What follows belongs to an exercise in optimizing a design on an open flow for low power; a production flow would make more cautious choices. Function was checked by simulation only, so behaviour that the tests miss may differ from the original. The clock cells of runs 3 to 7, 9 and 10 come from the design's own scripts or RTL, not from TritonCTS. The flow treats the clock pin as an ideal source. Dropping or thinning the clock tree relies on that and would not hold on a real chip. Power figures rest on the tool's default switching activity, not on a simulated workload.

### flow/run.sh
#!/bin/bash
# Standard ORFS layout with power-oriented options:
#  - CTS without dummy loads, small clock buffers
#  - port buffers of the smallest buffer cell
#  - power recovery after global routing
set -euo pipefail
export CTS_ARGS="-sink_clustering_enable -repair_clock_nets -dont_use_dummy_load -buf_list sky130_fd_sc_hd__clkbuf_4"
export BUFFER_PORTS_ARGS="-buffer_cell sky130_fd_sc_hd__buf_1"
export RECOVER_POWER=100
bash standard.sh > standard.log 2>&1
### standard.sh
#!/bin/bash
# synth_recipe.tcl (not shown) runs the flow's synth.tcl, then flattens the netlist and writes it again
# the make line also repeats each setting of config.mk as NAME=value (left out here)
make -C /OpenROAD-flow-scripts/flow DESIGN_CONFIG=/design/flow/config.mk WORK_HOME=/design/flow/orfs CLKGATE_MAP_FILE= SYNTH_SCRIPT=/design/flow/synth_recipe.tcl "${@:-finish}"
### config.mk
export PLATFORM = sky130hd
export DESIGN_NAME = spi_ram_controller
export DESIGN_NICKNAME = spi_ram_controller
export VERILOG_FILES = /design/flow/design.v
export SDC_FILE = /design/flow/constraint.sdc
export NUM_CORES = 4
export LEC_CHECK = 0
export ABC_AREA = 1
export CAP_MARGIN = 20
export CORE_MARGIN = 2
export CORE_UTILIZATION = 40
export SLEW_MARGIN = 20
### constraint.sdc
create_clock -name core_clock -period 5.0 [get_ports {clk}]
set_input_delay 1.0000 -clock core_clock [delete_from_list [all_inputs] [get_ports {clk}]]
set_output_delay 1.0000 -clock core_clock [all_outputs]
set_load 0.01 [all_outputs]
### design.v
module spi_ram_controller #(parameter DATA_WIDTH_BYTES=4, parameter ADDR_BITS=16) (
    input clk,
    input rstn,
    input  spi_miso,
    output spi_select,
    output spi_mosi,
    input [ADDR_BITS-1:0]           addr_in,
    input [DATA_WIDTH_BYTES*8-1:0]  data_in,
    input                           start_read,
    input                           start_write,
    output [DATA_WIDTH_BYTES*8-1:0] data_out,
    output                          busy
);
    reg [5:0] cnt;
    reg busy_r;
    reg writing, miso_buf;
    reg [15:0] addr;
    reg [31:0] data;
    wire go = !busy_r & (start_read | start_write);
    always @(posedge clk)
        if (!rstn) begin cnt <= 0; busy_r <= 0; end
        else begin
            if (go) begin cnt <= 0; busy_r <= 1; end
            else if (busy_r) begin
                cnt <= cnt + 1;
                if (cnt == 6'd55) busy_r <= 0;
            end
        end
    wire addr_ph = busy_r & (cnt[5:4] == 2'b01 || cnt[5:3] == 3'b001);
    wire data_ph = busy_r & (cnt[5] | (cnt[4] & cnt[3]));
    always @(posedge clk) begin
        if (!rstn) begin addr <= 0; writing <= 0; end
        else if (go) begin addr <= addr_in; writing <= start_write; end
        else if (addr_ph) addr <= {addr[14:0], 1'b0};
    end
    always @(negedge clk) miso_buf <= spi_miso;
    always @(posedge clk)
        if (!rstn) data <= 0; 
        else if (!busy_r & start_write) data <= data_in;
        else if (data_ph) data <= {data[30:0], miso_buf};
    assign busy = busy_r;
    assign spi_select = !busy_r;
    assign data_out = data;
    assign spi_mosi = (busy_r && (cnt == 6'd6 || (cnt == 6'd7 && !writing))) || (addr_ph & addr[15]) || (data_ph & data[31]);
endmodule
==> results of run 1 <==
==> power by group <==
group / switching, uW / total, uW / internal [uW] / leakage, uW
sequential: 17.0 / 495 / 478 / 0.000466
clock: 137 / 221 / 84.5 / 0.0000467
combinational: 93.0 / 142 / 48.8 / 0.000836
==> stage by stage <==
stage / hold WS [ns] / power (uW) / cell area (um^2) / setup slack, ns
detailed placement: 0.461 / 652 / 3140 / 1.32
finish: 0.471 / 858 / 3190 / 1.57
CTS: 0.474 / 874 / 3200 / 1.76
global route: 0.509 / 914 / 3190 / 1.37
global placement: 0.453 / 650 / 3140 / 1.32
floorplan: 0.441 / 609 / 2800 / 1.40
==> registers in the layout, summed over array words and instances, names as in the netlist <==
register / cells
data: 32
addr: 16
cnt: 6
busy_r: 1
miso_buf: 1
writing: 1
==> cell usage after synthesis <==
cell,count
nand2_1,173
nand3_1,68
dfxtp_1,57
a21oi_1,46
inv_1,21
buf_2,14
nor2_1,13
buf_4,6
nor3_1,5
clkbuf_1,4
nand2_2,4
inv_2,3
ha_1,2
nand3b_1,2
nand4_1,2
nor2_2,2
o21ai_0,2
o21ai_2,2
buf_1,1
nor2_4,1
o211ai_1,1
or2_2,1
==> logic make-up (layout without fill, tap and decap cells) <==
group,Yosys count,count (layout),synth area share
compound gates,51,51,0.0947
fa+ha+maj,2,2,0.00893
buf+inv,49,123,0.0799
flops,57,57,0.407
simple gates,271,271,0.409
==> area by class of cell <==
| class | count | area share |
|---|---|---|
| multi-input combinational | 324 | 0.445 |
| sequential | 57 | 0.358 |
| timing repair buffer | 90 | 0.109 |
| tap | 96 | 0.0377 |
| inverter | 23 | 0.0271 |
| clock buffer | 9 | 0.0212 |
| clock inverter | 1 | 0.00118 |
==> worst max path at each step <==
stage	to	slack, ns
after floorplan	miso_buf	1.40
after global placement	miso_buf	1.32
after detailed placement	miso_buf	1.32
after CTS	miso_buf	1.76
after global routing	spi_mosi	1.37
final	spi_mosi	1.57
==> routing by layer <==
metal  track usage  routed length [um]
met5             0                   0
met4        0.0531                  72
met3        0.0575                 330
met2         0.305                3180
met1         0.254                3380
==> worst register-to-register path: cells and delay by family (launching register included) <==
family / cells / cell delay (ns)
flops: 1 / 0.29
compound gates: 1 / 0.15
simple gates: 3 / 0.17
==> cell usage in the layout, fill, tap and decap left out, drive strengths merged <==
master,n
ha,2
o211ai,1
o21ai,4
nand2,177
dfxtp,57
nand3,68
nand4,2
clkbuf,9
inv,24
nand3b,2
buf,90
nor3,5
a21oi,46
nor2,16
or2,1
==> flow_metrics.py, run 1 <==
metrics = {
    "outcome": {
        "status": "complete, but fails checks",
        "check.faults": "max-capacitance violations, max-slew violations",
    },
    "critical_path": {
        "slowest_delay_ns": 0.61,
        "rrSetupSlack_ns": 1.78,
        "cp_data_arrival_time_ns": 2.43,
        "crit_chain": "inv_1, nor2_1, nand3_1, o211ai_1, buf_1",
        "cp-end-kind": "primary output",
        "startpoint": "busy_r",
        "crit_family": "simple AND/OR/NAND/NOR gates",
        "worstSetupPathType": "reg2out",
        "cp-start-kind": "flip-flop",
        "cp.depth": 5,
        "crit_buf_inv": 2,
        "rr_worst_depth": 4,
        "required_ns": 4.00,
        "timing.rr.start": "miso_buf",
        "worst-path-max-fanout": 15,
        "r2r-end": "data[0]",
        "crit_slowest_cell": "dfxtp_1",
    },
    "cts": {
        "numCtsBuffers": 9,
        "cts_sinks": 57,
        "clkTransAtPathRegs_ns": 0.07,
        "root_buffer": "clkbuf_4",
        "clockBufferDepth": 2,
        "h-tree-depth": 3,
        "post_cts_buffers": 0,
        "cts_hold_buf": 0,
        "cts_tree": "built",
        "postCtsResizedCells": 0,
        "clk_latency_ns": 0.40,
    },
    "synth": {
        "synth-seq-cells": 57,
        "yosys.area.top_type_share": 0.407,
        "yosys.area.top_type": "dfxtp_1",
        "syn-cell-area_mm2": 0.00280,
        "synth.avg_cell_area_um2": 6.51,
        "synth_area_leaders": "dfxtp_1, nand2_1, nand3_1",
        "syn-num-nets": 485,
        "ys_seq_area_frac": 0.407,
        "synth_cell_types": 22,
        "synth_warnings": 1,
        "postSynthCellCount": 430,
    },
    "grt": {
        "grt_pass1_wl_um": 11700,
        "grt_max_degree": 45,
        "grt_pass1_vias": 2547,
        "overflow": 0,
        "antenna_found_initial": 0,
        "grt_util_all_layers": 0.192,
    },
    "timing": {
        "slew_viol_final": 20,
        "finalHoldViolations": 0,
        "worstMarginPinSlew_ns": 2.17,
        "rsz0062_at_grt": "false",
        "setup_violations": 0,
        "max_freq_ghz": 0.292,
        "fin_crit_sh": 0.686,
        "clock_skew_ns": 0.0295,
        "slew_headroom": -0.465,
        "fin_tns_setup_ns": 0,
        "min_period_ns": 3.43,
    },
    "hold_path": {
        "holdCritStartpoint": "writing",
        "hold_class": "reg2reg",
        "min_delay_path_depth": 2,
        "whs_endpoint": "writing",
    },
    "floorplan": {
        "die_x_um": 87.7,
        "die_y_um": 87.7,
        "core_mm2": 0.00679,
        "io_pins": 88,
        "dieArea_mm2": 0.00769,
        "rows": 30,
        "initial_core_util": 0.412,
    },
    "routing": {
        "avgRoutedWirePerCell_um": 11.6,
        "dr.first_iter.drc_count": 117,
        "drc": 0,
        "drt_first_pass_iters": 4,
        "dr_total_vias": 2890,
        "wl_um": 6960,
        "antenna_left": 0,
        "via_per_inst": 4.82,
    },
    "power_and_ir_drop": {
        "leakagePower_uw": 0.00135,
        "vdd_drop_max_v": 0.000154,
        "power_density_mw_per_mm2": 269,
    },
    "placement": {
        "hpwl_um": 4670,
        "gp_congestion": 0.846,
        "io_buffers": 87,
        "dp.cells": 591,
    },
    "final_layout": {
        "antenna_cells": 0,
        "seqCellArea_mm2": 0.00114,
        "postLayoutCoreUtil": 0.469,
        "n_fill_cell": 776,
        "drive_above_1_share": 0.0397,
        "multi_input_area_mm2": 0.00142,
        "final_cells": 600,
        "syn_to_final_growth_pct": 13.8,
        "fin_nets": 561,
    },
    "job": {
        "cap_violations": 1,
    },
}
==> run 2, diff against run 1 <==
==> flow/run.sh (replaced) <==
#!/bin/bash
# Standard ORFS layout with power-oriented options:
#  - own clock tree: the clock port drives a few buffers, one per cluster of clock sinks
#  - port buffers of the smallest buffer cell
set -euo pipefail
HERE=$(cd "$(dirname "$0")" && pwd)
export PRE_CTS_TCL=$HERE/pre_cts.tcl
export MY_CLK_CLUSTERS=4
export MY_CLK_SLEW_NS=0.10
export BUFFER_PORTS_ARGS="-buffer_cell sky130_fd_sc_hd__buf_1"
bash standard.sh > standard.log 2>&1
==> flow/clock_tree.tcl (new file) <==
# Clock tree for a small design: the clock port drives up to K buffers directly, each buffer
# drives one cluster of clock sinks (k-means on sink positions). Each buffer gets the smallest
# size whose sinks' clock slew stays under a target.
proc my_clock_tree {K target_ns} {
  set block [ord::get_db_block]
  set db [ord::get_db]
  set net [$block findNet clk]
  set its {}
  set pts {}
  foreach it [$net getITerms] {
    set b [[$it getInst] getBBox]
    lappend its $it
    lappend pts [list [expr {([$b xMin] + [$b xMax]) / 2.0}] [expr {([$b yMin] + [$b yMax]) / 2.0}]]
  }
  set n [llength $pts]
  set order [lsort -real -indices [lmap p $pts {expr {[lindex $p 0] + [lindex $p 1]}}]]
  set cs {}
  for {set k 0} {$k < $K} {incr k} {
    lappend cs [lindex $pts [lindex $order [expr {int(($k + 0.5) * $n / $K)}]]]
  }
  for {set iter 0} {$iter < 100} {incr iter} {
    set asg {}
    foreach p $pts {
      set best 0; set bd 1e18
      for {set k 0} {$k < $K} {incr k} {
        set c [lindex $cs $k]
        set d [expr {abs([lindex $p 0] - [lindex $c 0]) + abs([lindex $p 1] - [lindex $c 1])}]
        if {$d < $bd} { set bd $d; set best $k }
      }
      lappend asg $best
    }
    set ncs {}
    for {set k 0} {$k < $K} {incr k} {
      set xs {}; set ys {}
      foreach p $pts a $asg { if {$a == $k} { lappend xs [lindex $p 0]; lappend ys [lindex $p 1] } }
      if {[llength $xs] == 0} { lappend ncs [lindex $cs $k]; continue }
      set xs [lsort -real $xs]; set ys [lsort -real $ys]
      set m [expr {[llength $xs] / 2}]
      lappend ncs [list [lindex $xs $m] [lindex $ys $m]]
    }
    if {$ncs eq $cs} break
    set cs $ncs
  }
  set sizes {sky130_fd_sc_hd__clkbuf_2 sky130_fd_sc_hd__clkbuf_4 sky130_fd_sc_hd__clkbuf_8 sky130_fd_sc_hd__clkbuf_16}
  set bufs {}
  for {set k 0} {$k < $K} {incr k} {
    set inst [odb::dbInst_create $block [$db findMaster [lindex $sizes 0]] clkbuf_my_$k]
    set newnet [odb::dbNet_create $block clknet_my_$k]
    $newnet setSigType CLOCK
    foreach it $its a $asg { if {$a == $k} { $it disconnect; $it connect $newnet } }
    [$inst findITerm A] connect $net
    [$inst findITerm X] connect $newnet
    set c [lindex $cs $k]
    $inst setLocation [expr {int([lindex $c 0])}] [expr {int([lindex $c 1])}]
    $inst setPlacementStatus PLACED
    lappend bufs $inst
  }
  set_propagated_clock [all_clocks]
  for {set round 0} {$round < 4} {incr round} {
    estimate_parasitics -placement
    set changed 0
    foreach inst $bufs {
      set worst 0
      foreach it [[[$inst findITerm X] getNet] getITerms] {
        if {[$it isOutputSignal]} continue
        set pin [get_pins [[$it getInst] getName]/[[$it getMTerm] getName]]
        foreach e {rise fall} { foreach a {min max} {
          set s [get_property $pin slew_${a}_$e]
          if {$s > $worst} { set worst $s }
        } }
      }
      set cur [[$inst getMaster] getName]
      set i [lsearch $sizes $cur]
      if {$worst > $target_ns && $i < [llength $sizes] - 1} {
        $inst swapMaster [$db findMaster [lindex $sizes [expr {$i + 1}]]]
        set changed 1
      }
      puts "my_clock_tree: round $round [$inst getName] $cur worst slew $worst"
    }
    if {!$changed} break
  }
}
==> flow/pre_cts.tcl (new file) <==
# Runs inside ORFS's cts.tcl before clock_tree_synthesis: builds the clock tree here, then
# points clock_tree_synthesis at a net with a single sink, so it adds nothing.
source [file join [file dirname [info script]] clock_tree.tcl]
my_clock_tree $::env(MY_CLK_CLUSTERS) $::env(MY_CLK_SLEW_NS)
set one ""
foreach pin [all_registers -clock_pins -edge_triggered] {
  set n [get_nets -of $pin]
  if {[llength [get_pins -of $n -filter "direction==input"]] == 1} { set one [get_full_name $n]; break }
}
if {$one eq ""} { error "pre_cts: no single-sink clock net" }
puts "pre_cts: clock_tree_synthesis limited to $one"
set ::env(CTS_ARGS) "-clk_nets $one -dont_use_dummy_load"
==> run 2 against run 1 <==
Against the previous run: the flow now stops in 4_1_cts; synthesized area unchanged; synthesized cell count unchanged.
==> flow_metrics.py, run 2 <==
metrics = {
    "synth": {
        "yosys.area.top_type": "dfxtp_1",
        "yosysMostFrequentCell": "nand2_1",
        "synth-simple-area-share": 0.409,
        "ys.flop_type": "dfxtp_1",
        "syn-cell-area_mm2": 0.00280,
        "synth-seq-cells": 57,
        "synth_edf_count": 0,
        "postSynthCellCount": 430,
        "synthTopCellsByCount": "nand2_1, nand3_1, dfxtp_1",
        "syn-num-nets": 485,
        "synth_area_leaders": "dfxtp_1, nand2_1, nand3_1",
        "synth.area.mux_share": 0,
        "synthAdderAreaFrac": 0.00893,
        "synth-xor-area-share": 0,
        "synthArstFlopShare": 0,
        "ys_seq_area_frac": 0.407,
        "synth_compound_area_frac": 0.0947,
        "synth_warnings": 1,
        "yosys.area.top_type_share": 0.407,
        "synth_cell_types": 22,
        "synth.avg_cell_area_um2": 6.51,
        "synth_top_family_by_area": "simple AND/OR/NAND/NOR gates",
    },
    "placement": {
        "hpwl_um": 4670,
        "gp_congestion": 0.846,
        "io_buffers": 87,
    },
    "outcome": {
        "lastStage": "4_1_cts",
        "status": "aborted with a tool error",
        "error": "[ERROR CTS-0056] Error when finding -clk_nets in DB.",
    },
    "floorplan": {
        "initial_core_util": 0.412,
        "die_y_um": 87.7,
        "io_pins": 88,
        "die_x_um": 87.7,
        "rows": 30,
    },
}
run 2: cell counts after synthesis:
No cell type changed its count.
run 2: stage by stage:
step / area (um^2) / setup WS (ns) / utilization / total power [uW] / std cells
3_3_place_gp: 3140 / 1.32 / 0.462 / 650 / 591
2_1_floorplan: 2800 / 1.40 / - / 609 / 430
3_5_place_dp: 3140 / 1.32 / 0.462 / 652 / 591
run 2: kinds of logic after synthesis:
family          count (synthesis)
simple gates                  271
buf+inv                        49
flops                          57
fa+ha+maj                       2
compound gates                 51
run 2: power by group through the flow:
stage | combinational [uW] | sequential (uW) | clock, uW
floorplan | 100 | 506 | 2.50
global placement | 143 | 505 | 2.50
detailed placement | 144 | 505 | 2.50
run 2: worst max path at each step:
stage               end  slack, ns  cells past startpoint
2_1_floorplan  miso_buf       1.40                      0
3_3_place_gp   miso_buf       1.32                      1
3_5_place_dp   miso_buf       1.32                      1
==> run 3, diff against run 2 <==
==> flow/pre_cts.tcl (replaced) <==
# Runs inside ORFS's cts.tcl before clock_tree_synthesis: builds the clock tree here and
# turns the clock_tree_synthesis call that follows into a no-op.
source [file join [file dirname [info script]] clock_tree.tcl]
my_clock_tree $::env(MY_CLK_CLUSTERS) $::env(MY_CLK_SLEW_NS)
rename clock_tree_synthesis orfs_clock_tree_synthesis
proc clock_tree_synthesis {args} {
  puts "clock_tree_synthesis skipped: the clock tree was built by pre_cts.tcl"
  set_propagated_clock [all_clocks]
}
==> run 3 against run 2 <==
Against the previous run: synthesized area did not move; now clean on timing, DRC and antenna; synthesized cell count did not move.
==> flow_metrics.py, run 3 <==
metrics = {
    "power_and_ir_drop": {
        "leakagePower_uw": 0.00134,
        "switching_power_uw": 227,
        "pwr-share-seq": 0.584,
        "clkPwrFrac": 0.247,
        "p_sw_frac": 0.268,
        "p_int_uw": 619,
        "vdd_drop_max_v": 0.000121,
        "pwr-share-comb": 0.168,
        "power_density_mw_per_mm2": 264,
    },
    "critical_path": {
        "cp_data_arrival_time_ns": 1.07,
        "crit_chain": "buf_1",
        "crit_slowest_cell": "buf_1",
        "worst-path-max-fanout": 1,
        "cp-start-kind": "input pin",
        "required_ns": 2.59,
        "worstSetupPathType": "in2reg",
        "crit_family": "buffers and inverters",
        "crit_buf_inv": 1,
        "slowest_delay_ns": 0.07,
        "cp-end-kind": "flip-flop",
    },
    "grt": {
        "antenna_found_initial": 0,
        "grt_pass1_vias": 2512,
        "grt_pass1_wl_um": 11600,
        "overflow": 0,
        "grt_max_degree": 45,
        "grt_util_all_layers": 0.180,
    },
    "routing": {
        "wl_um": 6970,
        "drc": 0,
        "avgRoutedWirePerCell_um": 11.7,
        "dr.first_iter.drc_count": 117,
        "antenna_left": 0,
        "via_per_inst": 4.84,
        "drt_first_pass_iters": 5,
        "dr_total_vias": 2878,
    },
    "final_layout": {
        "drive_above_1_share": 0.0401,
        "n_fill_cell": 772,
        "largest_reg_flops": 32,
        "fin_nets": 556,
        "regMostFlops": "data",
        "reg_top3": "data x32, addr x16, cnt x6",
        "syn_to_final_growth_pct": 14.3,
        "layout_commonest_cell": "nand2_1",
        "antenna_cells": 0,
        "final_cell_mix": "nand2_1, buf_1, nand3_1",
    },
    "timing": {
        "rsz0062_at_grt": "false",
        "fin_tns_setup_ns": 0,
        "setup_violations": 0,
        "clock_skew_ns": 0.0517,
        "slew_headroom": 0.441,
        "finalHoldViolations": 0,
        "setup_ws_ns": 1.52,
        "worstMarginPinSlew_ns": 0.838,
        "slew_viol_final": 0,
    },
    "synth": {
        "synth_cell_types": 22,
        "synthTopCellsByCount": "nand2_1, nand3_1, dfxtp_1",
        "synth_area_leaders": "dfxtp_1, nand2_1, nand3_1",
        "ys_seq_area_frac": 0.407,
        "yosysMostFrequentCell": "nand2_1",
        "synth_edf_count": 0,
        "synth_warnings": 1,
        "synthArstFlopShare": 0,
        "synth-seq-cells": 57,
        "yosys.area.top_type_share": 0.407,
        "syn-cell-area_mm2": 0.00280,
        "synth.avg_cell_area_um2": 6.51,
        "syn-num-nets": 485,
        "postSynthCellCount": 430,
        "ys.flop_type": "dfxtp_1",
        "yosys.area.top_type": "dfxtp_1",
    },
    "placement": {
        "gp_congestion": 0.846,
        "hpwl_um": 4670,
        "pre_cts_ws_ns": 1.32,
        "io_buffers": 87,
    },
    "cts": {
        "clkTransAtPathRegs_ns": 0.07,
        "clk_latency_ns": 0.19,
        "postCtsResizedCells": 0,
        "cts_hold_buf": 0,
        "post_cts_buffers": 0,
    },
    "floorplan": {
        "core_mm2": 0.00679,
        "die_x_um": 87.7,
        "initial_core_util": 0.412,
        "rows": 30,
        "dieArea_mm2": 0.00769,
        "io_pins": 88,
        "die_y_um": 87.7,
    },
    "hold_path": {
        "hold_class": "reg2reg",
    },
    "job": {
        "cap_violations": 0,
    },
    "outcome": {
        "status": "complete, no violations",
    },
}
-- run 3: cell counts after synthesis --
No cell type changed its count.
-- run 3: power groups by stage --
| stage | logic (uW) | clock network [uW] | registers, uW |
|---|---|---|---|
| 2_1_floorplan | 100 | 2.50 | 506 |
| 3_3_place_gp | 143 | 2.50 | 505 |
| 3_5_place_dp | 144 | 2.50 | 505 |
| 4_1_cts | 145 | 218 | 495 |
| 5_1_grt | 164 | 233 | 498 |
| 6_report | 143 | 209 | 495 |
-- run 3: final timing paths --
kind | from | endpoint | slack, ns | cells past startpoint
setup / recovery | spi_miso | miso_buf | 1.52 | 1
hold / removal | writing | writing | 0.47 | 2
setup reg to reg | miso_buf | data[0] | 1.76 | 4
hold reg to reg | writing | writing | 0.47 | 2
-- run 3: area by class of cell --
class | count | area, um^2 | share of cell area
well taps | 96 | 120 | 0.0375
inverters | 23 | 86.3 | 0.0270
clock inverters | 1 | 3.75 | 0.00117
plain buffers | 4 | 66.3 | 0.0207
flip-flops and latches | 57 | 1140 | 0.356
multi-input cells | 324 | 1440 | 0.448
repair buffers | 90 | 349 | 0.109
-- run 3: cell families (layout without fill, tap and decap cells) --
family | after synthesis | after routing | synth area share
fa+ha+maj | 2 | 2 | 0.00893
simple gates | 271 | 271 | 0.409
compound gates | 51 | 51 | 0.0947
flops | 57 | 57 | 0.407
buf+inv | 49 | 118 | 0.0799
-- run 3: through the flow --
step	hold WS [ns]	utilization	std cells	instance area [um^2]	power [uW]
final	0.471	0.471	595	3200	846
after global routing	0.510	0.471	595	3200	895
after CTS	0.474	0.471	595	3200	858
after detailed placement	0.461	0.462	591	3140	652
after global placement	0.453	0.462	591	3140	650
after floorplan	0.441	-	430	2800	609
-- run 3: per-layer routing --
layer  global-route usage  wire length, um  vias up
li1                     -                -     1523
met5                    0                0        -
met2                0.307             3240       72
met3               0.0160              377        5
met4               0.0154               53        0
met1                0.257             3300     1278
==> run 4, diff against run 3 <==
--- a/flow/run.sh
+++ b/flow/run.sh
@@ -7,5 +7,5 @@
 export PRE_CTS_TCL=$HERE/pre_cts.tcl
 export MY_CLK_CLUSTERS=4
-export MY_CLK_SLEW_NS=0.10
+export MY_CLK_SLEW_NS=0.115
 export BUFFER_PORTS_ARGS="-buffer_cell sky130_fd_sc_hd__buf_1"
 bash standard.sh > standard.log 2>&1
--- a/flow/clock_tree.tcl
+++ b/flow/clock_tree.tcl
@@ -14,4 +14,5 @@
   }
   set n [llength $pts]
+  set cap [expr {($n + $K - 1) / $K + 1}]
   set order [lsort -real -indices [lmap p $pts {expr {[lindex $p 0] + [lindex $p 1]}}]]
   set cs {}
@@ -19,14 +20,22 @@
     lappend cs [lindex $pts [lindex $order [expr {int(($k + 0.5) * $n / $K)}]]]
   }
-  for {set iter 0} {$iter < 100} {incr iter} {
-    set asg {}
+  for {set iter 0} {$iter < 30} {incr iter} {
+    # balanced assignment: nearest free cluster first, at most cap sinks per cluster
+    set trip {}
+    set i 0
     foreach p $pts {
-      set best 0; set bd 1e18
       for {set k 0} {$k < $K} {incr k} {
         set c [lindex $cs $k]
-        set d [expr {abs([lindex $p 0] - [lindex $c 0]) + abs([lindex $p 1] - [lindex $c 1])}]
-        if {$d < $bd} { set bd $d; set best $k }
+        lappend trip [list [expr {abs([lindex $p 0] - [lindex $c 0]) + abs([lindex $p 1] - [lindex $c 1])}] $i $k]
       }
-      lappend asg $best
+      incr i
+    }
+    set asg [lrepeat $n -1]
+    set fill [lrepeat $K 0]
+    foreach t [lsort -real -index 0 $trip] {
+      lassign $t d i k
+      if {[lindex $asg $i] >= 0 || [lindex $fill $k] >= $cap} continue
+      lset asg $i $k
+      lset fill $k [expr {[lindex $fill $k] + 1}]
     }
     set ncs {}
--- a/config.mk
+++ b/config.mk
@@ -9,4 +9,6 @@
 export CAP_MARGIN = 20
 export CORE_MARGIN = 2
-export CORE_UTILIZATION = 40
+export CORE_UTILIZATION = 50
+export GPL_ROUTABILITY_DRIVEN = 0
+export GPL_TIMING_DRIVEN = 0
 export SLEW_MARGIN = 20
==> run 4 against run 3 <==
Against the previous run: sequential power about the same; combinational power increased by about 10%; setup slack got worse by 0.0053 ns; largest cell class unchanged.
==> flow_metrics.py, run 4 <==
metrics = {
    "outcome": {
        "status": "complete, no violations",
    },
    "power_and_ir_drop": {
        "leakagePower_uw": 0.00141,
        "power_density_mw_per_mm2": 257,
        "power_uw": 842,
        "vdd_drop_max_v": 0.000228,
    },
    "cts": {
        "clkTransAtPathRegs_ns": 0.09,
        "postCtsResizedCells": 0,
        "cts_hold_buf": 0,
        "post_cts_buffers": 0,
        "clk_latency_ns": 0.19,
    },
    "final_layout": {
        "regMostFlops": "data",
        "antenna_cells": 0,
        "largest_reg_flops": 32,
        "final_cell_mix": "nand2_1, buf_1, nand3_1",
        "drive_above_1_share": 0.0710,
        "syn_to_final_growth_pct": 16.8,
        "n_fill_cell": 571,
        "layout_commonest_cell": "nand2_1",
        "reg_top3": "data x32, addr x16, cnt x6",
        "fin_nets": 578,
    },
    "grt": {
        "grt_pass1_vias": 2670,
        "grt_util_all_layers": 0.233,
        "grt_pass1_wl_um": 12200,
        "overflow": 0,
        "grt_max_degree": 17,
        "antenna_found_initial": 0,
    },
    "synth": {
        "ys_seq_area_frac": 0.407,
        "yosys.area.top_type_share": 0.407,
        "yosys.area.top_type": "dfxtp_1",
        "syn-cell-area_mm2": 0.00280,
        "synthArstFlopShare": 0,
        "synth_warnings": 1,
        "syn-num-nets": 485,
        "synth_edf_count": 0,
        "yosysMostFrequentCell": "nand2_1",
        "synth.avg_cell_area_um2": 6.51,
        "ys.flop_type": "dfxtp_1",
        "synth_cell_types": 22,
        "postSynthCellCount": 430,
        "synth-seq-cells": 57,
        "synthTopCellsByCount": "nand2_1, nand3_1, dfxtp_1",
        "synth_area_leaders": "dfxtp_1, nand2_1, nand3_1",
    },
    "critical_path": {
        "crit_slowest_cell": "buf_1",
        "crit_family": "buffers and inverters",
        "slowest_delay_ns": 0.07,
        "worst-path-max-fanout": 1,
        "worstSetupPathType": "in2reg",
        "cp_data_arrival_time_ns": 1.07,
        "crit_buf_inv": 1,
        "cp-end-kind": "flip-flop",
        "required_ns": 2.58,
        "cp-start-kind": "input pin",
        "crit_chain": "buf_1",
    },
    "placement": {
        "hpwl_um": 5240,
        "io_buffers": 87,
    },
    "timing": {
        "finalHoldViolations": 0,
        "fin_tns_setup_ns": 0,
        "slew_headroom": 0.604,
        "rsz0062_at_grt": "false",
        "setup_violations": 0,
        "slew_viol_final": 0,
        "clock_skew_ns": 0.0527,
        "whs_ns": 0.493,
        "worstMarginPinSlew_ns": 0.593,
    },
    "floorplan": {
        "io_pins": 88,
        "die_y_um": 78.9,
        "die_x_um": 78.9,
        "core_mm2": 0.00547,
        "initial_core_util": 0.512,
        "dieArea_mm2": 0.00622,
        "rows": 27,
    },
    "routing": {
        "wl_um": 7250,
        "drt_first_pass_iters": 4,
        "drc": 0,
        "dr_total_vias": 3010,
        "via_per_inst": 5.08,
        "antenna_left": 0,
        "avgRoutedWirePerCell_um": 12.2,
        "dr.first_iter.drc_count": 119,
    },
    "hold_path": {
        "hold_class": "reg2reg",
    },
    "job": {
        "cap_violations": 0,
    },
}
-- run 4: cell families (layout without fill, tap and decap cells) --
group | Yosys count | in the layout | share of synthesized area
AND/OR/NAND/NOR | 271 | 271 | 0.409
flip-flops | 57 | 57 | 0.407
AO/OA/AOI/OAI | 51 | 51 | 0.0947
buffers and inverters | 49 | 140 | 0.0799
adder cells (fa/ha/maj) | 2 | 2 | 0.00893
-- run 4: final timing paths --
kind                 start       end  slack [ns]  cells after the start
setup / recovery  spi_miso  miso_buf        1.52                      1
hold / removal     addr[0]   addr[0]        0.49                      2
setup reg to reg  miso_buf   data[0]        1.81                      4
hold reg to reg    addr[0]   addr[0]        0.49                      2
-- run 4: layer usage --
metal	vias to the layer above	wire length (um)	GRT usage
li1	1566	-	-
met1	1353	3510	0.323
met2	81	3250	0.409
met3	10	347	0.0136
met4	0	139	0.0379
met5	-	0	0
-- run 4: through the flow --
stage | util | instance area, um^2 | worst slack [ns] | cells
after CTS | 0.598 | 3270 | 1.52 | 593
after global placement | 0.588 | 3220 | 1.33 | 589
after global routing | 0.598 | 3270 | 1.53 | 593
final | 0.598 | 3270 | 1.52 | 593
after detailed placement | 0.588 | 3220 | 1.32 | 589
after floorplan | - | 2800 | 1.40 | 430
-- run 4: area by class of cell --
type,instances,area (um^2),area share
flip-flops and latches,57,1140,0.349
multi-input cells,324,1440,0.439
clock inverters,1,3.75,0.00115
well taps,72,90.1,0.0275
inverters,23,86.3,0.0264
plain buffers,29,189,0.0577
repair buffers,87,327,0.0998
-- run 4: where the power goes --
| group | internal, uW | switching (uW) | leakage, uW |
|---|---|---|---|
| Combinational | 56.8 | 101 | 0.000907 |
| Clock | 74.9 | 116 | 0.0000341 |
| Sequential | 478 | 15.5 | 0.000466 |
==> run 5, diff against run 4 <==
--- a/config.mk
+++ b/config.mk
@@ -7,8 +7,7 @@
 export LEC_CHECK = 0
 export ABC_AREA = 1
+export ABC_CLOCK_PERIOD_IN_PS = 20000
 export CAP_MARGIN = 20
 export CORE_MARGIN = 2
-export CORE_UTILIZATION = 50
-export GPL_ROUTABILITY_DRIVEN = 0
-export GPL_TIMING_DRIVEN = 0
+export CORE_UTILIZATION = 40
 export SLEW_MARGIN = 20
==> run 5 against run 4 <==
Against the previous run: still clean; sequential power hardly changed; register-to-register slack lost 0.04 ns; critical path type unchanged; clock power grew 3%; sequential share of layout area increased by 0.89 points; clock skew fell by 0.0018 ns; die area rose by 24%; combinational power shrank 9%; setup slack better by 0.016 ns; power is 1.0% lower; utilization down 13 points.
==> flow_metrics.py, run 5 <==
metrics = {
    "routing": {
        "via_per_inst": 4.87,
        "antenna_left": 0,
        "dr_total_vias": 2899,
        "wl_um": 7040,
        "drt_first_pass_iters": 4,
        "dr.first_iter.drc_count": 130,
        "avgRoutedWirePerCell_um": 11.8,
        "drc": 0,
    },
    "grt": {
        "antenna_found_initial": 0,
        "grt_pass1_wl_um": 11700,
        "grt_pass1_vias": 2520,
        "overflow": 0,
        "grt_max_degree": 45,
        "grt_util_all_layers": 0.180,
    },
    "synth": {
        "postSynthCellCount": 430,
        "synth_cell_types": 22,
        "synth.avg_cell_area_um2": 6.51,
        "yosys.area.top_type": "dfxtp_1",
        "synth_warnings": 1,
        "synthTopCellsByCount": "nand2_1, nand3_1, dfxtp_1",
        "ys.flop_type": "dfxtp_1",
        "syn-cell-area_mm2": 0.00280,
        "yosys.area.top_type_share": 0.407,
        "synthArstFlopShare": 0,
        "synth-seq-cells": 57,
        "synth_edf_count": 0,
        "yosysMostFrequentCell": "nand2_1",
        "syn-num-nets": 485,
        "synth_area_leaders": "dfxtp_1, nand2_1, nand3_1",
        "ys_seq_area_frac": 0.407,
    },
    "placement": {
        "hpwl_um": 4670,
        "postPlaceCellArea_mm2": 0.00314,
        "io_buffers": 87,
        "gp_congestion": 0.846,
    },
    "cts": {
        "clk_latency_ns": 0.20,
        "cts_hold_buf": 0,
        "clkTransAtPathRegs_ns": 0.08,
        "postCtsResizedCells": 0,
        "post_cts_buffers": 0,
    },
    "critical_path": {
        "crit_chain": "buf_1",
        "cp-start-kind": "input pin",
        "worstSetupPathType": "in2reg",
        "cp-end-kind": "flip-flop",
        "worst-path-max-fanout": 1,
        "required_ns": 2.60,
        "crit_family": "buffers and inverters",
        "cp_data_arrival_time_ns": 1.07,
        "crit_buf_inv": 1,
        "slowest_delay_ns": 0.07,
        "crit_slowest_cell": "buf_1",
    },
    "final_layout": {
        "largest_reg_flops": 32,
        "drive_above_1_share": 0.0401,
        "fin_nets": 556,
        "syn_to_final_growth_pct": 13.9,
        "multi_input_area_mm2": 0.00144,
        "stdcell_area_mm2": 0.00319,
        "n_fill_cell": 775,
        "antenna_cells": 0,
        "reg_top3": "data x32, addr x16, cnt x6",
        "layout_commonest_cell": "nand2_1",
        "seqCellArea_mm2": 0.00114,
        "final_cell_mix": "nand2_1, buf_1, nand3_1",
        "regMostFlops": "data",
    },
    "timing": {
        "finalHoldViolations": 0,
        "clock_skew_ns": 0.0509,
        "worstMarginPinSlew_ns": 0.848,
        "setup_violations": 0,
        "rsz0062_at_grt": "false",
        "fin_tns_setup_ns": 0,
        "slew_headroom": 0.434,
        "slew_viol_final": 0,
    },
    "outcome": {
        "status": "complete, no violations",
    },
    "job": {
        "cap_violations": 0,
    },
    "power_and_ir_drop": {
        "vdd_drop_max_v": 0.000137,
        "power_density_mw_per_mm2": 261,
        "power_uw": 834,
        "leakagePower_uw": 0.00134,
    },
    "floorplan": {
        "io_pins": 88,
        "initial_core_util": 0.412,
        "die_x_um": 87.7,
        "core_mm2": 0.00679,
        "rows": 30,
        "die_y_um": 87.7,
        "dieArea_mm2": 0.00769,
    },
    "hold_path": {
        "hold_class": "reg2reg",
    },
}
[run 5: cell counts after synthesis]
Identical to the previous run, type by type.
[run 5: final cells by class]
class | instances | area share
plain buffers | 4 | 0.0172
clock inverters | 1 | 0.00118
inverters | 23 | 0.0270
multi-input cells | 324 | 0.450
flip-flops and latches | 57 | 0.358
well taps | 96 | 0.0376
repair buffers | 90 | 0.109
[run 5: through the flow]
step	setup slack, ns	util	std cells	hold slack [ns]
after global placement	1.32	0.462	591	0.453
after global routing	1.54	0.470	595	0.512
after CTS	1.54	0.470	595	0.476
final	1.53	0.470	595	0.472
after detailed placement	1.32	0.462	591	0.461
after floorplan	1.40	-	430	0.441
[run 5: path summary, 6_finish.rpt]
path | to | startpoint | slack (ns) | depth (start not counted)
min reg2reg | writing | writing | 0.47 | 2
max | miso_buf | spi_miso | 1.53 | 1
min | writing | writing | 0.47 | 2
max reg2reg | data[0] | miso_buf | 1.77 | 4
[run 5: power breakdown]
group	switching, uW	total (uW)	leakage [uW]	internal (uW)
sequential	17.2	495	0.000466	478
combinational	94.2	143	0.000838	49.1
clock	121	196	0.0000341	75.0
[run 5: cell families (layout without fill, tap and decap cells)]
group | Yosys count | count (layout) | share of synthesized area
and+or+nand+nor | 271 | 271 | 0.409
buffers and inverters | 49 | 118 | 0.0799
adders and majority gates | 2 | 2 | 0.00893
AOI/OAI and AO/OA | 51 | 51 | 0.0947
DFF | 57 | 57 | 0.407
[run 5: per-layer routing]
layer	up-vias	GRT usage	routed length, um
met5	-	0	0
met4	0	0.0224	92
met3	6	0.0113	347
met2	78	0.306	3190
met1	1296	0.261	3410
li1	1519	-	-
==> run 6, diff against run 5 <==
--- a/config.mk
+++ b/config.mk
@@ -7,5 +7,4 @@
 export LEC_CHECK = 0
 export ABC_AREA = 1
-export ABC_CLOCK_PERIOD_IN_PS = 20000
 export CAP_MARGIN = 20
 export CORE_MARGIN = 2
==> run 6 against run 5 <==
Against the previous run: clock power barely moved; final area did not move; synthesized cell count did not move; utilization did not move; largest power group unchanged; register-to-register slack barely moved; die area did not move.
==> flow_metrics.py, run 6 <==
metrics = {
    "synth": {
        "yosys.area.top_type_share": 0.407,
        "ys_seq_area_frac": 0.407,
        "postSynthCellCount": 430,
        "synthTopCellsByCount": "nand2_1, nand3_1, dfxtp_1",
        "synthArstFlopShare": 0,
        "syn-cell-area_mm2": 0.00280,
        "synth-seq-cells": 57,
        "ys.flop_type": "dfxtp_1",
        "synth_area_leaders": "dfxtp_1, nand2_1, nand3_1",
        "synth.avg_cell_area_um2": 6.51,
        "synth_edf_count": 0,
        "yosys.area.top_type": "dfxtp_1",
        "yosysMostFrequentCell": "nand2_1",
        "syn-num-nets": 485,
        "synth_warnings": 1,
        "synth_cell_types": 22,
    },
    "final_layout": {
        "regMostFlops": "data",
        "postLayoutCoreUtil": 0.470,
        "antenna_cells": 0,
        "fin_nets": 556,
        "reg_top3": "data x32, addr x16, cnt x6",
        "largest_reg_flops": 32,
        "drive_above_1_share": 0.0401,
        "syn_to_final_growth_pct": 13.9,
        "layout_commonest_cell": "nand2_1",
        "final_cell_mix": "nand2_1, buf_1, nand3_1",
        "stdcell_area_mm2": 0.00319,
    },
    "cts": {
        "cts_hold_buf": 0,
        "clkTransAtPathRegs_ns": 0.08,
        "post_cts_buffers": 0,
        "clk_latency_ns": 0.20,
        "postCtsResizedCells": 0,
    },
    "placement": {
        "postPlaceCellArea_mm2": 0.00314,
        "hpwl_um": 4670,
        "pre_cts_ws_ns": 1.32,
        "gp_congestion": 0.846,
        "io_buffers": 87,
    },
    "timing": {
        "setup_ws_ns": 1.53,
        "slew_viol_final": 0,
        "clock_skew_ns": 0.0509,
        "fin_tns_setup_ns": 0,
        "worstMarginPinSlew_ns": 0.848,
        "setup_violations": 0,
        "finalHoldViolations": 0,
        "rsz0062_at_grt": "false",
        "slew_headroom": 0.434,
    },
    "power_and_ir_drop": {
        "power_uw": 834,
        "vdd_drop_max_v": 0.000137,
        "leakagePower_uw": 0.00134,
        "power_density_mw_per_mm2": 261,
    },
    "routing": {
        "drt_first_pass_iters": 4,
        "antenna_left": 0,
        "dr.first_iter.drc_count": 130,
        "via_per_inst": 4.87,
        "wl_um": 7040,
        "avgRoutedWirePerCell_um": 11.8,
        "dr_total_vias": 2899,
        "drc": 0,
    },
    "grt": {
        "grt_pass1_vias": 2520,
        "use_met1": 0.261,
        "grt.busiest_layer": "met2",
        "use_met2": 0.306,
        "overflow": 0,
        "grt_util_all_layers": 0.180,
        "antenna_found_initial": 0,
        "grt_pass1_wl_um": 11700,
        "use_met3": 0.0113,
        "grt_max_degree": 45,
    },
    "critical_path": {
        "cp_data_arrival_time_ns": 1.07,
        "crit_slowest_cell": "buf_1",
        "crit_chain": "buf_1",
        "slowest_delay_ns": 0.07,
        "required_ns": 2.60,
        "crit_buf_inv": 1,
        "rrSetupSlack_ns": 1.77,
        "worstSetupPathType": "in2reg",
        "crit_family": "buffers and inverters",
        "cp-end-kind": "flip-flop",
        "worst-path-max-fanout": 1,
        "cp-start-kind": "input pin",
    },
    "floorplan": {
        "core_mm2": 0.00679,
        "rows": 30,
        "die_x_um": 87.7,
        "die_y_um": 87.7,
        "io_pins": 88,
        "dieArea_mm2": 0.00769,
        "initial_core_util": 0.412,
    },
    "outcome": {
        "status": "complete, no violations",
    },
    "hold_path": {
        "hold_class": "reg2reg",
    },
    "job": {
        "cap_violations": 0,
    },
}
## run 6: cell counts after synthesis
No cell type changed its count.
## run 6: metal layers
layer,up-vias,part of all wire,wire [um]
met5,-,0,0
met3,6,0.049,347
met2,78,0.45,3190
li1,1519,-,-
met4,0,0.013,92
met1,1296,0.48,3410
## run 6: power by group
part	switching, uW	total [uW]	internal, uW
sequential	17.2	495	478
combinational	94.2	143	49.1
clock	121	196	75.0
## run 6: worst paths after layout
path                               start  endpoint  depth (start not counted)
worst max-delay path            spi_miso  miso_buf                          1
worst min-delay path             writing   writing                          2
worst max register to register  miso_buf   data[0]                          4
worst min register to register   writing   writing                          2
## run 6: logic make-up after synthesis
kind of cell / after synthesis / share of synthesized area
compound gates: 51 / 0.0947
simple gates: 271 / 0.409
fa+ha+maj: 2 / 0.00893
flops: 57 / 0.407
buf+inv: 49 / 0.0799
## run 6: cell type report
type                    instances  area (um^2)
plain buffers                   4         55.1
clock inverters                 1         3.75
fillers                       775         3600
inverters                      23         86.3
multi-input cells             324         1440
flip-flops and latches         57         1140
well taps                      96          120
repair buffers                 90          349
## run 6: per-stage QoR
step           std cells  hold slack (ns)
2_1_floorplan        430            0.441
3_3_place_gp         591            0.453
3_5_place_dp         591            0.461
4_1_cts              595            0.476
5_1_grt              595            0.512
6_report             595            0.472
==> run 7, diff against run 6 <==
--- a/design.v
+++ b/design.v
@@ -29,14 +29,14 @@
     wire addr_ph = busy_r & (cnt[5:4] == 2'b01 || cnt[5:3] == 3'b001);
     wire data_ph = busy_r & (cnt[5] | (cnt[4] & cnt[3]));
+    wire d_ld = rstn & !busy_r & start_write;
+    wire d_sh = rstn & data_ph;
+    wire d_hd = rstn & !(!busy_r & start_write) & !data_ph;
     always @(posedge clk) begin
         if (!rstn) begin addr <= 0; writing <= 0; end
         else if (go) begin addr <= addr_in; writing <= start_write; end
         else if (addr_ph) addr <= {addr[14:0], 1'b0};
+        data <= ({32{d_ld}} & data_in) | ({32{d_sh}} & {data[30:0], miso_buf}) | ({32{d_hd}} & data);
     end
     always @(negedge clk) miso_buf <= spi_miso;
-    always @(posedge clk)
-        if (!rstn) data <= 0; 
-        else if (!busy_r & start_write) data <= data_in;
-        else if (data_ph) data <= {data[30:0], miso_buf};
     assign busy = busy_r;
     assign spi_select = !busy_r;
==> run 7 against run 6 <==
Against the previous run: via count decreased by 14%; cell count fell by 14%; worst hold slack improved by 0.0099 ns; still clean; critical path type unchanged; global-route usage decreased by 2.7 points; clock skew shrank 0.0029 ns; register-to-register slack better by 0.16 ns.
==> flow_metrics.py, run 7 <==
metrics = {
    "floorplan": {
        "dieArea_mm2": 0.00761,
        "rows": 30,
        "core_mm2": 0.00676,
        "die_y_um": 87.3,
        "initial_core_util": 0.410,
        "die_x_um": 87.3,
        "io_pins": 88,
    },
    "critical_path": {
        "cp_data_arrival_time_ns": 1.07,
        "crit_buf_inv": 1,
        "r2r-end": "data[0]",
        "crit_family": "buffers and inverters",
        "rrSetupSlack_ns": 1.93,
        "required_ns": 2.60,
        "slowest_delay_ns": 0.07,
        "cp-end-kind": "flip-flop",
        "cp.depth": 1,
        "crit_chain": "buf_1",
        "timing.rr.start": "miso_buf",
        "crit_slowest_cell": "buf_1",
        "rr_worst_depth": 2,
        "cp-start-kind": "input pin",
        "worst-path-max-fanout": 1,
        "worstSetupPathType": "in2reg",
    },
    "timing": {
        "clock_skew_ns": 0.0480,
        "setup_ws_ns": 1.53,
        "setup_violations": 0,
        "worstMarginPinSlew_ns": 0.831,
        "finalHoldViolations": 0,
        "whs_ns": 0.482,
        "slew_headroom": 0.445,
        "fin_tns_setup_ns": 0,
        "rsz0062_at_grt": "false",
        "slew_viol_final": 0,
    },
    "final_layout": {
        "n_fill_cell": 749,
        "final_cell_mix": "nand2_1, buf_1, dfxtp_1",
        "reg_top3": "data x32, addr x16, cnt x6",
        "syn_to_final_growth_pct": 12.0,
        "multi_input_area_mm2": 0.00137,
        "drive_above_1_share": 0.128,
        "layout_commonest_cell": "nand2_1",
        "largest_reg_flops": 32,
        "fin_nets": 487,
        "regMostFlops": "data",
        "antenna_cells": 0,
        "seqCellArea_mm2": 0.00114,
    },
    "cts": {
        "clkTransAtPathRegs_ns": 0.09,
        "postCtsResizedCells": 0,
        "cts_hold_buf": 0,
        "post_cts_buffers": 0,
        "clk_latency_ns": 0.20,
    },
    "grt": {
        "antenna_found_initial": 0,
        "grt_pass1_wl_um": 9940,
        "overflow": 0,
        "grt_pass1_vias": 2247,
        "grt_util_all_layers": 0.153,
        "grt_max_degree": 33,
    },
    "routing": {
        "dr_total_vias": 2493,
        "dr.first_iter.drc_count": 101,
        "wl_um": 6050,
        "antenna_left": 0,
        "drc": 0,
        "via_per_inst": 4.89,
        "avgRoutedWirePerCell_um": 11.9,
        "drt_first_pass_iters": 4,
    },
    "power_and_ir_drop": {
        "vdd_drop_max_v": 0.000162,
        "power_uw": 822,
        "p_int_uw": 603,
        "leakagePower_uw": 0.00142,
        "pwr-share-comb": 0.149,
        "switching_power_uw": 219,
        "p_sw_frac": 0.266,
        "power_density_mw_per_mm2": 265,
        "pwr-share-seq": 0.613,
        "clkPwrFrac": 0.238,
    },
    "hold_path": {
        "whs_endpoint": "writing",
        "min_delay_path_depth": 2,
        "holdCritStartpoint": "writing",
        "hold_class": "reg2reg",
    },
    "synth": {
        "synth_warnings": 1,
        "ys_seq_area_frac": 0.412,
        "synth.avg_cell_area_um2": 7.77,
        "synthArstFlopShare": 0,
        "synth_compound_area_frac": 0.0523,
        "yosys.area.top_type_share": 0.412,
        "synth-xor-area-share": 0.00632,
        "synthAdderAreaFrac": 0.00903,
        "synth-simple-area-share": 0.426,
        "yosys.area.top_type": "dfxtp_1",
        "yosysMostFrequentCell": "nand2_1",
        "postSynthCellCount": 357,
        "syn-cell-area_mm2": 0.00277,
        "synth_area_leaders": "dfxtp_1, nand2_1, nand3_2",
        "synth_edf_count": 0,
        "syn-num-nets": 412,
        "synth.area.mux_share": 0,
        "synth-seq-cells": 57,
        "synth_top_family_by_area": "simple AND/OR/NAND/NOR gates",
        "ys.flop_type": "dfxtp_1",
        "synthTopCellsByCount": "nand2_1, dfxtp_1, nand3_1",
        "synth_cell_types": 27,
    },
    "outcome": {
        "status": "complete, no violations",
    },
    "job": {
        "cap_violations": 0,
    },
    "placement": {
        "io_buffers": 87,
        "pre_cts_ws_ns": 1.32,
        "hpwl_um": 4080,
        "gp_congestion": 0.744,
    },
}
[run 7: cell count changes after synthesis, sizes merged, moves of 3 or more]
cell / change
a21oi: -24
nand2: -46
nor2: -7
clkbuf: -3
nand3: +14
nor3: -5
[run 7: how the worst max path moves through the flow]
stage                          end  slack [ns]     start
after global placement    miso_buf        1.32  spi_miso
after global routing      miso_buf        1.53  spi_miso
final                     miso_buf        1.53  spi_miso
after detailed placement  miso_buf        1.32  spi_miso
after floorplan           miso_buf        1.40  spi_miso
after CTS                 miso_buf        1.54  spi_miso
[run 7: logic make-up (layout without fill, tap and decap cells)]
kind of cell | Yosys count | count (layout)
buffers and inverters | 45 | 118
AO/OA/AOI/OAI | 26 | 26
AND/OR/NAND/NOR | 225 | 225
flip-flops | 57 | 57
XOR/XNOR | 2 | 2
adder cells (fa/ha/maj) | 2 | 2
[run 7: layer usage]
metal	routed length (um)	up-vias	track usage
met2	2720	49	0.258
met3	254	12	0.0171
met5	0	-	0
li1	-	1295	-
met4	150	0	0.0364
met1	2920	1137	0.211
[run 7: final cells by class]
class / instances / area share
Inverter: 24 / 0.0298
Buffer: 4 / 0.0177
Tap cell: 80 / 0.0322
Timing Repair Buffer: 89 / 0.110
Multi-Input combinational cell: 255 / 0.441
Sequential cell: 57 / 0.368
Clock inverter: 1 / 0.00121
[run 7: per-stage QoR]
stage	instance area, um^2	std cells	util
after floorplan	2770	357	-
after global placement	3050	506	0.451
after detailed placement	3050	506	0.451
after CTS	3100	510	0.459
after global routing	3100	510	0.459
final	3100	510	0.459
[run 7: worst register-to-register path: cells and delay by family, from the launching register on]
kind | cells | cell delay (ns)
flip-flops | 1 | 0.29
AND/OR/NAND/NOR | 2 | 0.13
[run 7: power groups by stage]
stage | Sequential, uW | Combinational (uW) | Clock (uW)
floorplan | 517 | 82.1 | 2.50
global placement | 514 | 122 | 2.50
detailed placement | 514 | 124 | 2.50
CTS | 504 | 124 | 203
global route | 508 | 139 | 219
finish | 504 | 122 | 196
==> run 8, diff against run 7 <==
--- a/flow/run.sh
+++ b/flow/run.sh
@@ -5,4 +5,5 @@
 set -euo pipefail
 HERE=$(cd "$(dirname "$0")" && pwd)
+export PRE_GLOBAL_PLACE_TCL=$HERE/pre_gpl.tcl
 export PRE_CTS_TCL=$HERE/pre_cts.tcl
 export MY_CLK_CLUSTERS=4
--- a/flow/clock_tree.tcl
+++ b/flow/clock_tree.tcl
@@ -2,5 +2,5 @@
 # drives one cluster of clock sinks (k-means on sink positions). Each buffer gets the smallest
 # size whose sinks' clock slew stays under a target.
-proc my_clock_tree {K target_ns} {
+proc my_clock_tree {K} {
   set block [ord::get_db_block]
   set db [ord::get_db]
@@ -54,5 +54,5 @@
   set bufs {}
   for {set k 0} {$k < $K} {incr k} {
-    set inst [odb::dbInst_create $block [$db findMaster [lindex $sizes 0]] clkbuf_my_$k]
+    set inst [odb::dbInst_create $block [$db findMaster [lindex $sizes 2]] clkbuf_my_$k]
     set newnet [odb::dbNet_create $block clknet_my_$k]
     $newnet setSigType CLOCK
@@ -65,4 +65,12 @@
     lappend bufs $inst
   }
+  return $bufs
+}
+
+# Give each clock buffer the smallest size whose sinks' clock slew stays under target_ns.
+proc my_clock_tree_size {bufs target_ns} {
+  set db [ord::get_db]
+  set sizes {sky130_fd_sc_hd__clkbuf_2 sky130_fd_sc_hd__clkbuf_4 sky130_fd_sc_hd__clkbuf_8 sky130_fd_sc_hd__clkbuf_16}
+  foreach inst $bufs { $inst swapMaster [$db findMaster [lindex $sizes 0]] }
   set_propagated_clock [all_clocks]
   for {set round 0} {$round < 4} {incr round} {
==> flow/pre_cts.tcl (replaced) <==
# Runs inside ORFS's cts.tcl before clock_tree_synthesis: sizes the clock buffers that
# pre_gpl.tcl made and turns the clock_tree_synthesis call that follows into a no-op.
source [file join [file dirname [info script]] clock_tree.tcl]
set block [ord::get_db_block]
set bufs {}
for {set k 0} {$k < $::env(MY_CLK_CLUSTERS)} {incr k} { lappend bufs [$block findInst clkbuf_my_$k] }
my_clock_tree_size $bufs $::env(MY_CLK_SLEW_NS)
rename clock_tree_synthesis orfs_clock_tree_synthesis
proc clock_tree_synthesis {args} {
  puts "clock_tree_synthesis skipped: the clock tree was built by pre_gpl.tcl and pre_cts.tcl"
  set_propagated_clock [all_clocks]
}
==> flow/pre_gpl.tcl (new file) <==
# Runs inside ORFS's global_place.tcl before global placement: splits the clock into
# clusters, each behind one buffer, using the positions of the placement without I/Os, so
# that global placement then keeps each cluster's registers close to its buffer.
source [file join [file dirname [info script]] clock_tree.tcl]
my_clock_tree $::env(MY_CLK_CLUSTERS)
==> run 8 against run 7 <==
Against the previous run: the flow now stops in 4_1_cts; synthesized area unchanged; synthesized cell count unchanged.
==> flow_metrics.py, run 8 <==
metrics = {
    "outcome": {
        "status": "aborted with a tool error",
        "lastStage": "4_1_cts",
        "error": "Error: cts.tcl, 6 invalid command name \"NULL\"",
    },
    "floorplan": {
        "io_pins": 88,
        "die_x_um": 87.3,
        "initial_core_util": 0.410,
        "die_y_um": 87.3,
        "rows": 30,
    },
    "synth": {
        "synth_area_leaders": "dfxtp_1, nand2_1, nand3_2",
        "synth-seq-cells": 57,
        "syn-num-nets": 412,
        "synth_edf_count": 0,
        "synth.avg_cell_area_um2": 7.77,
        "synthTopCellsByCount": "nand2_1, dfxtp_1, nand3_1",
        "synth_cell_types": 27,
        "yosys.area.top_type_share": 0.412,
        "synthArstFlopShare": 0,
        "yosysMostFrequentCell": "nand2_1",
        "postSynthCellCount": 357,
        "ys.flop_type": "dfxtp_1",
        "synth_warnings": 1,
        "syn-cell-area_mm2": 0.00277,
        "yosys.area.top_type": "dfxtp_1",
        "ys_seq_area_frac": 0.412,
    },
    "placement": {
        "hpwl_um": 4090,
        "postPlaceCellArea_mm2": 0.00305,
        "pre_cts_ws_ns": 1.32,
        "gp_congestion": 0.743,
        "io_buffers": 87,
    },
}
## run 8: cell counts after synthesis
No cell type changed its count.
## run 8: logic make-up after synthesis
group / after synthesis / share of synthesized area
and+or+nand+nor: 225 / 0.426
DFF: 57 / 0.412
buffers and inverters: 45 / 0.0943
AOI/OAI and AO/OA: 26 / 0.0523
xor gates and xnor gates: 2 / 0.00632
adders and majority gates: 2 / 0.00902
## run 8: worst max path at each step
stage                  start       end  slack, ns  cells past startpoint
floorplan           spi_miso  miso_buf       1.40                      0
global placement    spi_miso  miso_buf       1.32                      1
detailed placement  spi_miso  miso_buf       1.32                      1
## run 8: power by group through the flow
stage | Combinational, uW | Sequential (uW) | Clock (uW)
after detailed placement | 124 | 514 | 2.50
after global placement | 122 | 514 | 2.50
after floorplan | 82.1 | 517 | 2.50
## run 8: per-stage QoR
| step | cells | hold WS [ns] |
|---|---|---|
| 3_5_place_dp | 506 | 0.464 |
| 3_3_place_gp | 506 | 0.468 |
| 2_1_floorplan | 357 | 0.447 |
==> run 9, diff against run 8 <==
--- a/flow/pre_cts.tcl
+++ b/flow/pre_cts.tcl
@@ -5,4 +5,5 @@
 set bufs {}
 for {set k 0} {$k < $::env(MY_CLK_CLUSTERS)} {incr k} { lappend bufs [$block findInst clkbuf_my_$k] }
+unset_dont_touch [get_cells clkbuf_my_*]
 my_clock_tree_size $bufs $::env(MY_CLK_SLEW_NS)
 rename clock_tree_synthesis orfs_clock_tree_synthesis
--- a/flow/pre_gpl.tcl
+++ b/flow/pre_gpl.tcl
@@ -4,2 +4,4 @@
 source [file join [file dirname [info script]] clock_tree.tcl]
 my_clock_tree $::env(MY_CLK_CLUSTERS)
+# keep global_place.tcl's remove_buffers and the repairs before CTS off these buffers
+set_dont_touch [get_cells clkbuf_my_*]
==> run 9 against run 8 <==
Against the previous run: now clean on timing, DRC and antenna; synthesized cell count unchanged; synthesized area did not move.
==> flow_metrics.py, run 9 <==
metrics = {
    "job": {
        "cap_violations": 0,
    },
    "routing": {
        "drt_first_pass_iters": 4,
        "wl_um": 5910,
        "drc": 0,
        "antenna_left": 0,
        "via_per_inst": 4.81,
        "dr_total_vias": 2454,
        "avgRoutedWirePerCell_um": 11.6,
        "dr.first_iter.drc_count": 118,
    },
    "final_layout": {
        "regMostFlops": "data",
        "layout_commonest_cell": "nand2_1",
        "n_fill_cell": 704,
        "drive_above_1_share": 0.128,
        "antenna_cells": 0,
        "syn_to_final_growth_pct": 12.0,
        "reg_top3": "data x32, addr x16, cnt x6",
        "fin_nets": 487,
        "largest_reg_flops": 32,
        "final_cells": 510,
        "final_cell_mix": "nand2_1, buf_1, dfxtp_1",
    },
    "critical_path": {
        "crit_chain": "buf_1",
        "worstSetupPathType": "in2reg",
        "cp-end-kind": "flip-flop",
        "required_ns": 2.60,
        "crit_slowest_cell": "buf_1",
        "crit_family": "buffers and inverters",
        "worst-path-max-fanout": 1,
        "crit_buf_inv": 1,
        "cp_data_arrival_time_ns": 1.07,
        "cp-start-kind": "input pin",
        "slowest_delay_ns": 0.07,
    },
    "synth": {
        "yosysMostFrequentCell": "nand2_1",
        "synth_cell_types": 27,
        "ys_seq_area_frac": 0.412,
        "synth_warnings": 1,
        "synth-seq-cells": 57,
        "syn-num-nets": 412,
        "synth.avg_cell_area_um2": 7.77,
        "ys.flop_type": "dfxtp_1",
        "yosys.area.top_type": "dfxtp_1",
        "yosys.area.top_type_share": 0.412,
        "syn-cell-area_mm2": 0.00277,
        "synth_edf_count": 0,
        "postSynthCellCount": 357,
        "synth_area_leaders": "dfxtp_1, nand2_1, nand3_2",
        "synthTopCellsByCount": "nand2_1, dfxtp_1, nand3_1",
        "synthArstFlopShare": 0,
    },
    "cts": {
        "clkTransAtPathRegs_ns": 0.10,
        "postCtsResizedCells": 0,
        "cts_hold_buf": 0,
        "post_cts_buffers": 0,
        "clk_latency_ns": 0.20,
    },
    "power_and_ir_drop": {
        "leakagePower_uw": 0.00142,
        "power_density_mw_per_mm2": 264,
        "vdd_drop_max_v": 0.000180,
        "clkPwrFrac": 0.237,
        "switching_power_uw": 217,
        "pwr-share-seq": 0.615,
        "p_sw_frac": 0.265,
        "pwr-share-comb": 0.148,
        "p_int_uw": 603,
    },
    "timing": {
        "finalHoldViolations": 0,
        "slew_headroom": 0.425,
        "slew_viol_final": 0,
        "worstMarginPinSlew_ns": 0.860,
        "rsz0062_at_grt": "false",
        "fin_tns_setup_ns": 0,
        "clock_skew_ns": 0.0570,
        "setup_violations": 0,
    },
    "placement": {
        "dp.cells": 510,
        "gp_congestion": 0.780,
        "hpwl_um": 4250,
        "io_buffers": 87,
    },
    "floorplan": {
        "initial_core_util": 0.410,
        "io_pins": 88,
        "rows": 30,
        "core_mm2": 0.00676,
        "dieArea_mm2": 0.00761,
        "die_x_um": 87.3,
        "die_y_um": 87.3,
    },
    "grt": {
        "grt_pass1_vias": 2211,
        "grt_util_all_layers": 0.152,
        "grt_max_degree": 33,
        "overflow": 0,
        "antenna_found_initial": 0,
        "grt_pass1_wl_um": 10000,
    },
    "hold_path": {
        "hold_class": "reg2reg",
    },
    "outcome": {
        "status": "complete, no violations",
    },
}
[run 9: cell counts after synthesis]
No cell type changed its count.
[run 9: through the flow]
stage	power [uW]	util	hold WS (ns)	area, um^2	setup WS [ns]
2_1_floorplan	602	-	0.447	2770	1.40
3_3_place_gp	781	0.459	0.469	3100	1.32
3_5_place_dp	782	0.459	0.473	3100	1.32
4_1_cts	833	0.459	0.490	3100	1.53
5_1_grt	869	0.459	0.511	3100	1.54
6_report	820	0.459	0.486	3100	1.53
[run 9: kinds of logic after synthesis]
group                      count (synthesis)  share of synthesized area
and+or+nand+nor                          225                      0.426
DFF                                       57                      0.412
buffers and inverters                     45                     0.0943
AOI/OAI and AO/OA                         26                     0.0523
xor gates and xnor gates                   2                    0.00632
adders and majority gates                  2                    0.00902
[run 9: final cells by class]
cell class	count	area (um^2)	area share
repair buffers	89	342	0.110
plain buffers	4	55.1	0.0177
clock inverters	1	3.75	0.00121
inverters	24	92.6	0.0298
multi-input cells	255	1370	0.441
flip-flops and latches	57	1140	0.368
well taps	80	100	0.0322
[run 9: per-layer routing]
metal / global-route usage / share of wire / vias up
li1: - / - / 1298
met1: 0.216 / 0.49 / 1104
met2: 0.262 / 0.47 / 48
met3: 0.0123 / 0.038 / 4
met4: 0.0126 / 0.0081 / 0
met5: 0 / 0 / -
[run 9: final timing paths]
| check | from | to | slack (ns) | depth (start not counted) |
|---|---|---|---|---|
| hold / removal | writing | writing | 0.49 | 2 |
| setup / recovery | spi_miso | miso_buf | 1.53 | 1 |
| setup reg to reg | miso_buf | data[0] | 1.92 | 2 |
| hold reg to reg | writing | writing | 0.49 | 2 |
[run 9: power by group through the flow]
stage	sequential, uW	clock [uW]	combinational (uW)
after floorplan	517	2.50	82.1
after global placement	514	145	122
after detailed placement	514	145	124
after CTS	504	205	124
after global routing	508	224	138
final	504	194	122
==> run 10, diff against run 9 <==
--- a/flow/pre_cts.tcl
+++ b/flow/pre_cts.tcl
@@ -6,4 +6,5 @@
 for {set k 0} {$k < $::env(MY_CLK_CLUSTERS)} {incr k} { lappend bufs [$block findInst clkbuf_my_$k] }
 unset_dont_touch [get_cells clkbuf_my_*]
+for {set k 0} {$k < $::env(MY_CLK_CLUSTERS)} {incr k} { [$block findNet clknet_my_$k] setSigType CLOCK }
 my_clock_tree_size $bufs $::env(MY_CLK_SLEW_NS)
 rename clock_tree_synthesis orfs_clock_tree_synthesis
--- a/flow/pre_gpl.tcl
+++ b/flow/pre_gpl.tcl
@@ -6,2 +6,4 @@
 # keep global_place.tcl's remove_buffers and the repairs before CTS off these buffers
 set_dont_touch [get_cells clkbuf_my_*]
+# let global placement weigh the cluster nets like any other net
+for {set k 0} {$k < $::env(MY_CLK_CLUSTERS)} {incr k} { [[ord::get_db_block] findNet clknet_my_$k] setSigType SIGNAL }
==> run 10 against run 9 <==
Against the previous run: still clean; sequential cell count is the same; worst hold slack is the same; synthesized cell count is the same; register-to-register slack is essentially flat; utilization is the same; clock skew is the same; critical path type unchanged.
==> flow_metrics.py, run 10 <==
metrics = {
    "timing": {
        "slew_headroom": 0.425,
        "slew_viol_final": 0,
        "finalHoldViolations": 0,
        "setup_violations": 0,
        "fin_tns_setup_ns": 0,
        "clock_skew_ns": 0.0570,
        "rsz0062_at_grt": "false",
    },
    "synth": {
        "ys_seq_area_frac": 0.412,
        "synth_cell_types": 27,
        "synth_warnings": 1,
        "yosysMostFrequentCell": "nand2_1",
        "postSynthCellCount": 357,
        "synthTopCellsByCount": "nand2_1, dfxtp_1, nand3_1",
        "yosys.area.top_type_share": 0.412,
        "synth_edf_count": 0,
        "syn-num-nets": 412,
        "synth.avg_cell_area_um2": 7.77,
        "ys.flop_type": "dfxtp_1",
        "yosys.area.top_type": "dfxtp_1",
    },
    "power_and_ir_drop": {
        "pwr-share-comb": 0.148,
        "switching_power_uw": 217,
        "clkPwrFrac": 0.237,
        "p_sw_frac": 0.265,
        "pwr-share-seq": 0.615,
        "p_int_uw": 603,
        "power_density_mw_per_mm2": 264,
    },
    "hold_path": {
        "hold_class": "reg2reg",
    },
    "critical_path": {
        "crit_slowest_cell": "buf_1",
        "worstSetupPathType": "in2reg",
        "crit_family": "buffers and inverters",
        "slowest_delay_ns": 0.07,
        "cp-start-kind": "input pin",
        "worst-path-max-fanout": 1,
        "required_ns": 2.60,
        "cp-end-kind": "flip-flop",
        "crit_chain": "buf_1",
        "cp_data_arrival_time_ns": 1.07,
    },
    "floorplan": {
        "rows": 30,
        "dieArea_mm2": 0.00761,
        "initial_core_util": 0.410,
        "die_y_um": 87.3,
        "die_x_um": 87.3,
        "io_pins": 88,
    },
    "routing": {
        "dr.first_iter.drc_count": 118,
        "drt_first_pass_iters": 4,
        "antenna_left": 0,
        "wl_um": 5910,
        "avgRoutedWirePerCell_um": 11.6,
        "dr_total_vias": 2454,
        "via_per_inst": 4.81,
    },
    "cts": {
        "cts_hold_buf": 0,
        "clk_latency_ns": 0.20,
        "clkTransAtPathRegs_ns": 0.10,
        "postCtsResizedCells": 0,
    },
    "final_layout": {
        "layout_commonest_cell": "nand2_1",
        "syn_to_final_growth_pct": 12.0,
        "antenna_cells": 0,
        "final_cell_mix": "nand2_1, buf_1, dfxtp_1",
        "stdcell_area_mm2": 0.00310,
        "largest_reg_flops": 32,
        "regMostFlops": "data",
        "postLayoutCoreUtil": 0.459,
    },
    "outcome": {
        "status": "complete, no violations",
    },
    "grt": {
        "antenna_found_initial": 0,
        "grt_max_degree": 33,
        "grt_util_all_layers": 0.152,
    },
    "placement": {
        "io_buffers": 87,
        "gp_congestion": 0.780,
        "hpwl_um": 4250,
        "postPlaceCellArea_mm2": 0.00310,
    },
    "job": {
        "cap_violations": 0,
    },
}
-- run 10: cell counts after synthesis --
No cell type changed its count.
-- run 10: area by class of cell --
class / instances / area [um^2]
Inverter: 24 / 92.6
Multi-Input combinational cell: 255 / 1370
Fill cell: 704 / 3650
Tap cell: 80 / 100
Timing Repair Buffer: 89 / 342
Clock inverter: 1 / 3.75
Sequential cell: 57 / 1140
Buffer: 4 / 55.1
-- run 10: worst paths after layout --
kind / from / cells past startpoint / slack, ns / endpoint
worst min-delay path: writing / 2 / 0.49 / writing
worst max-delay path: spi_miso / 1 / 1.53 / miso_buf
worst min register to register: writing / 2 / 0.49 / writing
worst max register to register: miso_buf / 2 / 1.92 / data[0]
-- run 10: stage by stage --
| stage | hold slack, ns | setup slack [ns] | std cells | power, uW |
|---|---|---|---|---|
| floorplan | 0.447 | 1.40 | 357 | 602 |
| global placement | 0.469 | 1.32 | 510 | 781 |
| detailed placement | 0.473 | 1.32 | 510 | 782 |
| CTS | 0.490 | 1.53 | 510 | 833 |
| global route | 0.511 | 1.54 | 510 | 869 |
| finish | 0.486 | 1.53 | 510 | 820 |
-- run 10: cell families (layout without fill, tap and decap cells) --
family / Yosys count / after routing / share of synthesized area
AOI/OAI and AO/OA: 26 / 26 / 0.0523
xor gates and xnor gates: 2 / 2 / 0.00632
adders and majority gates: 2 / 2 / 0.00902
buffers and inverters: 45 / 118 / 0.0943
DFF: 57 / 57 / 0.412
and+or+nand+nor: 225 / 225 / 0.426
-- run 10: layer usage --
layer / vias to the layer above / wire, um / share of wire / GRT usage
met4: 0 / 48 / 0.0081 / 0.0126
met1: 1104 / 2880 / 0.49 / 0.216
li1: 1298 / - / - / -
met3: 4 / 223 / 0.038 / 0.0123
met2: 48 / 2760 / 0.47 / 0.262
met5: - / 0 / 0 / 0
-- run 10: power groups by stage --
stage | Clock (uW) | Sequential (uW) | Combinational (uW)
floorplan | 2.50 | 517 | 82.1
global placement | 145 | 514 | 122
detailed placement | 145 | 514 | 124
CTS | 205 | 504 | 124
global route | 224 | 508 | 138
finish | 194 | 504 | 122
